This design comes from an exercise in tuning for small area on the open sky130 flow, not from production work. The RTL was checked by simulation tests, not by an equivalence proof against the original design. Power and IR drop assume default switching activity.

Design CC_HIT_DATA_FIFO, start of the top module:
module CC_HIT_DATA_FIFO
(
    input   wire                clk,
    input   wire                rst_n,
    output  wire                full_o,
    output  wire                afull_o,
    input   wire                wren_i,
    input   wire    [517:0]     wdata_i,
    output  wire                empty_o,
    output  wire                aempty_o,
    input   wire                rden_i,
    output  wire    [517:0]     rdata_o
);
    CC_FIFO #(
        .FIFO_DEPTH         (8),
        .DATA_WIDTH         (518),
        .AFULL_THRESHOLD    (6),
        .AEMPTY_THRESHOLD   (0)
    ) u_hit_data_fifo (
        .clk                (clk),
        .rst_n              (rst_n),
        .full_o             (full_o),
        .afull_o            (afull_o),
        .wren_i             (wren_i),
        .wdata_i            (wdata_i),
        .empty_o            (empty_o),
        .aempty_o           (aempty_o),
        .rden_i             (rden_i),
  ...
Size in the first run: ~12000 cells after synthesis, about 1000 I/O pins, roughly 0.15 mm² of cells after synthesis.
==> flow/config.mk <==
export PLATFORM = sky130hd
export DESIGN_NAME = CC_HIT_DATA_FIFO
export DESIGN_NICKNAME = CC_HIT_DATA_FIFO
export VERILOG_FILES = /design/flow/design.v
export SDC_FILE = /design/flow/constraint.sdc
export NUM_CORES = 4
export LEC_CHECK = 0
export CAP_MARGIN = 10
export CORE_MARGIN = 2
export CORE_UTILIZATION = 82
export CTS_BUF_LIST = sky130_fd_sc_hd__clkbuf_8
export CTS_CLUSTER_DIAMETER = 60
export CTS_CLUSTER_SIZE = 18
export PLACE_DENSITY = 0.9
export SLEW_MARGIN = 10
export SYNTH_MEMORY_MAX_BITS = 16384
==> flow/constraint.sdc <==
create_clock -name core_clock -period 5.0 [get_ports {clk}]
set_input_delay 1.0000 -clock core_clock [delete_from_list [all_inputs] [get_ports {clk}]]
set_output_delay 1.0000 -clock core_clock [all_outputs]
set_load 0.01 [all_outputs]
standard.sh (not shown) runs the stock make flow with config.mk's settings and CLKGATE_MAP_FILE= SYNTH_SCRIPT=/design/flow/synth_recipe.tcl, a recipe that flattens the netlist after the stock synthesis.
==> flow/flow/run.sh <==
#!/bin/bash
# The standard layout, with
# - the read multiplexer of the standard synthesis remapped to a222oi cells
#   (flow/patch_mux.py; registers and everything else untouched);
# - the port buffers made of the smallest buffer (sky130_fd_sc_hd__buf_1)
#   instead of the one buffer_ports picks by default;
# - clock tree synthesis without dummy loads, with clkbuf_8 sink clusters.
set -euo pipefail
R=orfs/results/sky130hd/CC_HIT_DATA_FIFO/base
CTS="-sink_clustering_enable -repair_clock_nets -dont_use_dummy_load"
CTS="$CTS -sink_clustering_size 18 -sink_clustering_max_diameter 60"
CTS="$CTS -buf_list {sky130_fd_sc_hd__clkbuf_8}"
KNOBS=(BUFFER_PORTS_ARGS="-buffer_cell sky130_fd_sc_hd__buf_1" CTS_ARGS="$CTS")

bash standard.sh "${KNOBS[@]}" synth > flow_synth.log 2>&1
cp $R/1_2_yosys.v $R/1_2_yosys_standard.v
python3 flow/patch_mux.py $R/1_2_yosys_standard.v $R/1_2_yosys.v > flow_patch.log 2>&1
rm -f $R/1_synth.odb $R/1_synth.sdc
bash standard.sh "${KNOBS[@]}" finish > flow_finish.log 2>&1
Other scripts of this flow, unchanged in this note and not shown: flow/flow/patch_mux.py
Rerun with:
--- a/flow/config.mk
+++ b/flow/config.mk
@@ -10 +10 @@
-export CORE_UTILIZATION = 82
+export CORE_UTILIZATION = 70
@@ -14 +14 @@
-export PLACE_DENSITY = 0.9
+export PLACE_DENSITY = 0.8
What happened: The changed run went through all stages and came out clean. Non-clock buffer count rises by 69. Wire length rises by 0.64%. Final area rises by 0.85%. Hold slack is worse by 0.028 ns. Maximum frequency falls by 3.3%. Register-to-register slack is worse by 0.13 ns. Setup slack is worse by 0.16 ns. Power is about the same. Die area rises by 17%. Combinational power is about the same. Area after synthesis does not change.
Rerun with:
--- a/flow/flow/run.sh
+++ b/flow/flow/run.sh
@@ -11 +11 @@
-CTS="$CTS -sink_clustering_size 18 -sink_clustering_max_diameter 60"
+CTS="$CTS -sink_clustering_size 16 -sink_clustering_max_diameter 60"
--- a/flow/config.mk
+++ b/flow/config.mk
@@ -13 +13 @@
-export CTS_CLUSTER_SIZE = 18
+export CTS_CLUSTER_SIZE = 16
- setup slack improves by 0.087 ns
- fmax came out higher by 1.8%
- core utilization came out higher by 0.18 points
- final cell count barely changes
- synthesized cell count does not change
- critical path depth does not change
- wire length is about the same
- clock power came out higher by about 5%
- combinational power stays flat
Rerun with:
--- a/flow/flow/run.sh
+++ b/flow/flow/run.sh
@@ -11 +11 @@
-CTS="$CTS -sink_clustering_size 16 -sink_clustering_max_diameter 60"
+CTS="$CTS -sink_clustering_size 18 -sink_clustering_max_diameter 60"
--- a/flow/config.mk
+++ b/flow/config.mk
@@ -10 +10 @@
-export CORE_UTILIZATION = 70
+export CORE_UTILIZATION = 79
@@ -13,2 +13,2 @@
-export CTS_CLUSTER_SIZE = 16
-export PLACE_DENSITY = 0.8
+export CTS_CLUSTER_SIZE = 18
+export PLACE_DENSITY = 0.88
=> Setup slack got worse by 0.039 ns. Fmax went down by 0.81%. Utilization increases by 8.9 points. Count of clock-buffer cells in the layout is lower by 29. Die area decreases by 11%. Power decreases by 0.76%. Clock power decreases by about 5%.

-- port drivers added, routing unchanged --
How much do the figures lean on ideal ports? The routed layouts below were timed once more, with nothing changed but the port constraints.
Step 1 assumes that a clkbuf_16 drives the clock port and a buf_2 every other input.
Step 2 adds t to the input delays and takes it off the output delays; t is the mean of the earliest and latest rising clock arrival at the registers after step 1. Input paths then give back, and output paths get back, about the clock's delay inside the block.
Slacks: ideal / step 1 / step 2; pairs: ideal / step 1.
run | t (ns) | slack for setup (ns) | clock arrival spread, ns | slew at the worst register clock pin (ns) | cell pins on the clock port's net
the first run | 1.210 | 0.296 / 0.197 / 0.937 | 0.060 / 0.060 | 0.12 / 0.12 | 1
the second run | 1.190 | 0.133 / 0.038 / 0.888 | 0.089 / 0.089 | 0.12 / 0.12 | 1
the third run | 1.185 | 0.220 / 0.123 / 0.974 | 0.083 / 0.082 | 0.11 / 0.11 | 1
the fourth run | 1.195 | 0.181 / 0.084 / 0.602 | 0.109 / 0.110 | 0.12 / 0.12 | 1
After both steps setup and hold are still met in every run listed.
